This design comes from an exercise in tuning for small area on the open sky130 flow, not from production work.
Function was checked by simulation only, so behaviour that the tests miss may differ from the original.
Power is estimated from default activity; no workload was simulated.

==> flow/design.v (excerpt) <==
module battleship_top(
    input clk,
    input rst,
    input confirm,
    input btnReset,
    input [3:0] row,
    output [3:0] col,
    output [15:0] led,
    output [6:0] seg,
    output [3:0] an,
    output uart_tx
    );
Size in the first run: roughly 520 cells after synthesis, ~120 flip-flops, roughly 5000 um2 of cells after synthesis.
export LEC_CHECK = 0
export CAP_MARGIN = 20
export CORE_MARGIN = 2
export CORE_UTILIZATION = 40
export SLEW_MARGIN = 20
create_clock -name core_clock -period 10.0 [get_ports {clk}]
standard.sh (not shown) runs the stock make flow with config.mk's settings and CLKGATE_MAP_FILE= SYNTH_SCRIPT=/design/flow/synth_recipe.tcl, a recipe that flattens the netlist after the stock synthesis.
==> flow/flow/run.sh <==
#!/bin/bash
# Own layout flow: the standard flow (standard.sh) with three changes.
#  1. Synthesis runs the standard flow's own synthesis script, except that ABC maps with an
#     area-oriented script (flow/area.abc) and Yosys's full-adder extraction is off
#     (ADDER_MAP_FILE empty). Registers, their names and cell types are untouched.
#  2. Port buffers use the smallest buffer, sky130_fd_sc_hd__buf_1.
#  3. CTS uses clkbuf_4 buffers and inserts no dummy loads.
# Each tool's log is under orfs/logs/; make's own output goes to flow_make.log.
set -euo pipefail
W=$PWD
F=$W/flow
ORFS_SYNTH=$FLOW_HOME/scripts/synth.tcl

# synth_core.tcl: ORFS's synth.tcl, with the ABC script taken from MY_ABC_SCRIPT
sed 's|^  log_cmd abc {\*}\$abc_args$|  set abc_args [lreplace $abc_args 1 1 $::env(MY_ABC_SCRIPT)]\n  log_cmd abc {*}$abc_args|' \
    "$ORFS_SYNTH" > "$W/synth_core.tcl"
grep -q 'MY_ABC_SCRIPT' "$W/synth_core.tcl"
# my_synth.tcl: the standard flow's synthesis script, sourcing synth_core.tcl instead of synth.tcl
sed "s|source \$::env(SCRIPTS_DIR)/synth.tcl|source $W/synth_core.tcl|" "$W/synth_recipe.tcl" > "$W/my_synth.tcl"
grep -q 'synth_core.tcl' "$W/my_synth.tcl"

export MY_ABC_SCRIPT=$F/area.abc
bash "$W/standard.sh" \
    "SYNTH_SCRIPT=$W/my_synth.tcl" \
    "ADDER_MAP_FILE=" \
    "BUFFER_PORTS_ARGS=-buffer_cell sky130_fd_sc_hd__buf_1" \
    "CTS_ARGS=-sink_clustering_enable -repair_clock_nets -dont_use_dummy_load -buf_list sky130_fd_sc_hd__clkbuf_4" \
    finish > "$W/flow_make.log" 2>&1
==> flow/flow/area.abc <==
&get -n
&st
&deepsyn -T 120
&nf -a -p -R 1000
&put
Change:
--- a/flow/design.v
+++ b/flow/design.v
@@ -27,15 +27,14 @@
         case (cd)
             2'b00: col_r = 4'b0111; 2'b01: col_r = 4'b1011;
             2'b11: col_r = 4'b1101; default: col_r = 4'b1110;
         endcase
     end
     assign col = col_r;
-    reg [3:0] kold;
-    reg [1:0] rs;                    
-    reg       rv;                    
+    reg [3:0] key;                   
+    reg [3:0] kold;                  
     reg [1:0] rsel;
     reg       rvalid;
     always @(*) begin
         rvalid = 1'b1;
         rsel = 2'd0;
         case (row)
@@ -45,26 +44,24 @@
             4'b1110: rsel = 2'd3;
             default: rvalid = 1'b0;
         endcase
     end
     reg [3:0] kcode;
     always @(*) begin
-        case ({cd, rs})
+        case ({cd, rsel})
             4'b0000: kcode = 4'h1; 4'b0001: kcode = 4'h4; 4'b0010: kcode = 4'h7; 4'b0011: kcode = 4'h0;
             4'b0100: kcode = 4'h2; 4'b0101: kcode = 4'h5; 4'b0110: kcode = 4'h8; 4'b0111: kcode = 4'hF;
             4'b1100: kcode = 4'h3; 4'b1101: kcode = 4'h6; 4'b1110: kcode = 4'h9; 4'b1111: kcode = 4'hE;
             4'b1000: kcode = 4'hA; 4'b1001: kcode = 4'hB; 4'b1010: kcode = 4'hC; default: kcode = 4'hD;
         endcase
     end
     always @(posedge clk) begin
-        rv <= ~rst & sc_lag & rvalid;
-        rs <= rsel;
-        if (rst)      kold <= 4'd0;
-        else if (rv)  kold <= kcode;
-    end
-    wire [3:0] key = rv ? kcode : kold;      
+        if (rst)                    key <= 4'd0;
+        else if (sc_lag & rvalid)   key <= kcode;
+        kold <= rst ? 4'd0 : key;
+    end
     reg [16:0] db;
     reg pulse;
     wire db_term = (db == 17'h5555);
     always @(posedge clk) begin
         if (rst | ~confirm) db <= 17'h15554;
         else if (db_term)   db <= 17'h15555;
@@ -148,25 +145,23 @@
                ST_COL = 3'd4, ST_HEX = 3'd3, ST_CR = 3'd5;
     reg [2:0] stage;
     reg [3:0] ph;
     reg [9:0] uc;
     reg [3:0] ssnap;
     wire uc_term = (uc == 10'h211);
-    wire urun = ~((ph == 4'b0011) | (ph == 4'b0010));
+    wire urun = ph[3] | (ph[1] ^ ph[0]);
     wire go = (stage != ST_LF) | pulse;        
     reg [3:0] ph_next;
     always @(*) begin
         case (ph)
-            4'b0011: ph_next = 4'b0100;
-            4'b0010: ph_next = go ? 4'b0011 : 4'b0010;
-            4'b0100: ph_next = uc_term ? 4'b0000 : 4'b0100;
-            4'b0000: ph_next = uc_term ? 4'b1000 : 4'b0000;
-            4'b1111: ph_next = uc_term ? 4'b0010 : 4'b1111;
-            4'b1000, 4'b1001, 4'b1010, 4'b1011, 4'b1100, 4'b1101, 4'b1110:
-                     ph_next = uc_term ? {1'b1, ph[2:0] + 3'd1} : ph;
-            default: ph_next = 4'b0010;
+            4'b0000: ph_next = 4'b0001;
+            4'b0011: ph_next = go ? 4'b0000 : 4'b0011;
+            4'b0001: ph_next = uc_term ? 4'b0010 : 4'b0001;
+            4'b0010: ph_next = uc_term ? 4'b1000 : 4'b0010;
+            4'b1111: ph_next = uc_term ? 4'b0011 : 4'b1111;
+            default: ph_next = uc_term ? {1'b1, ph[2:0] + 3'd1} : ph;
         endcase
     end
     reg [2:0] stage_inc;
     always @(*) begin
         case (stage)
             ST_LF:  stage_inc = player ? ST_P2 : ST_P1;
@@ -179,15 +174,15 @@
             default: stage_inc = ST_LF;
         endcase
     end
     always @(posedge clk) begin
         if (~urun | uc_term) uc <= 10'h1;
         else                 uc <= {~uc[8:0], uc[9] ^ uc[6]};
-        ph <= rst ? 4'b0010 : ph_next;
+        ph <= rst ? 4'b0011 : ph_next;
         if (rst)                       stage <= ST_LF;
-        else if ((ph == 4'b0010) & go) stage <= stage_inc;
+        else if ((ph == 4'b0011) & go) stage <= stage_inc;
         if (pulse) ssnap <= key;
     end
     reg [7:0] tbyte;
     always @(*) begin
         case (stage)
             ST_P1, ST_P2: tbyte = "P";
@@ -200,8 +195,8 @@
                     default: tbyte = {4'h3, ssnap};
                   endcase
             ST_CR: tbyte = 8'd13;
             default: tbyte = 8'd10;
         endcase
     end
-    assign uart_tx = ph[3] ? tbyte[ph[2:0]] : ~(ph == 4'b0000);
+    assign uart_tx = ph[3] ? tbyte[ph[2:0]] : ~(ph == 4'b0010);
 endmodule
Outcome: Worst setup slack gains 0.34 ns; combinational power falls by about 9%; power shrinks by 1.4%; cell count came out lower by 1.3%; sequential cell count came out higher by 1; cell area barely changes; count of clock-buffer cells in the layout does not change.

## what the ideal ports hide
In the flow no input, the clock included, has a driving cell. The finished layouts below were timed again as built, in two steps. Step 1, drivers: a clkbuf_16 drives clk and a buf_2 each remaining input, both assumed. Step 2 adds t to the input delays and takes it off the output delays; t is the mean of the earliest and latest rising clock arrival at the registers after step 1. Input paths then give back, and output paths get back, about the clock's delay inside the block. Three values: ideal, step 1, step 2; two values: the first two.
run | t, ns | setup slack, ns | worst setup path at the end | cell pins on the clock port's net
the first run | 0.512 | 4.474 / 4.441 / 4.954 | register to output | 1
the second run | 0.520 | 4.813 / 4.780 / 5.300 | register to output | 1
After both steps every run listed still meets setup and hold.
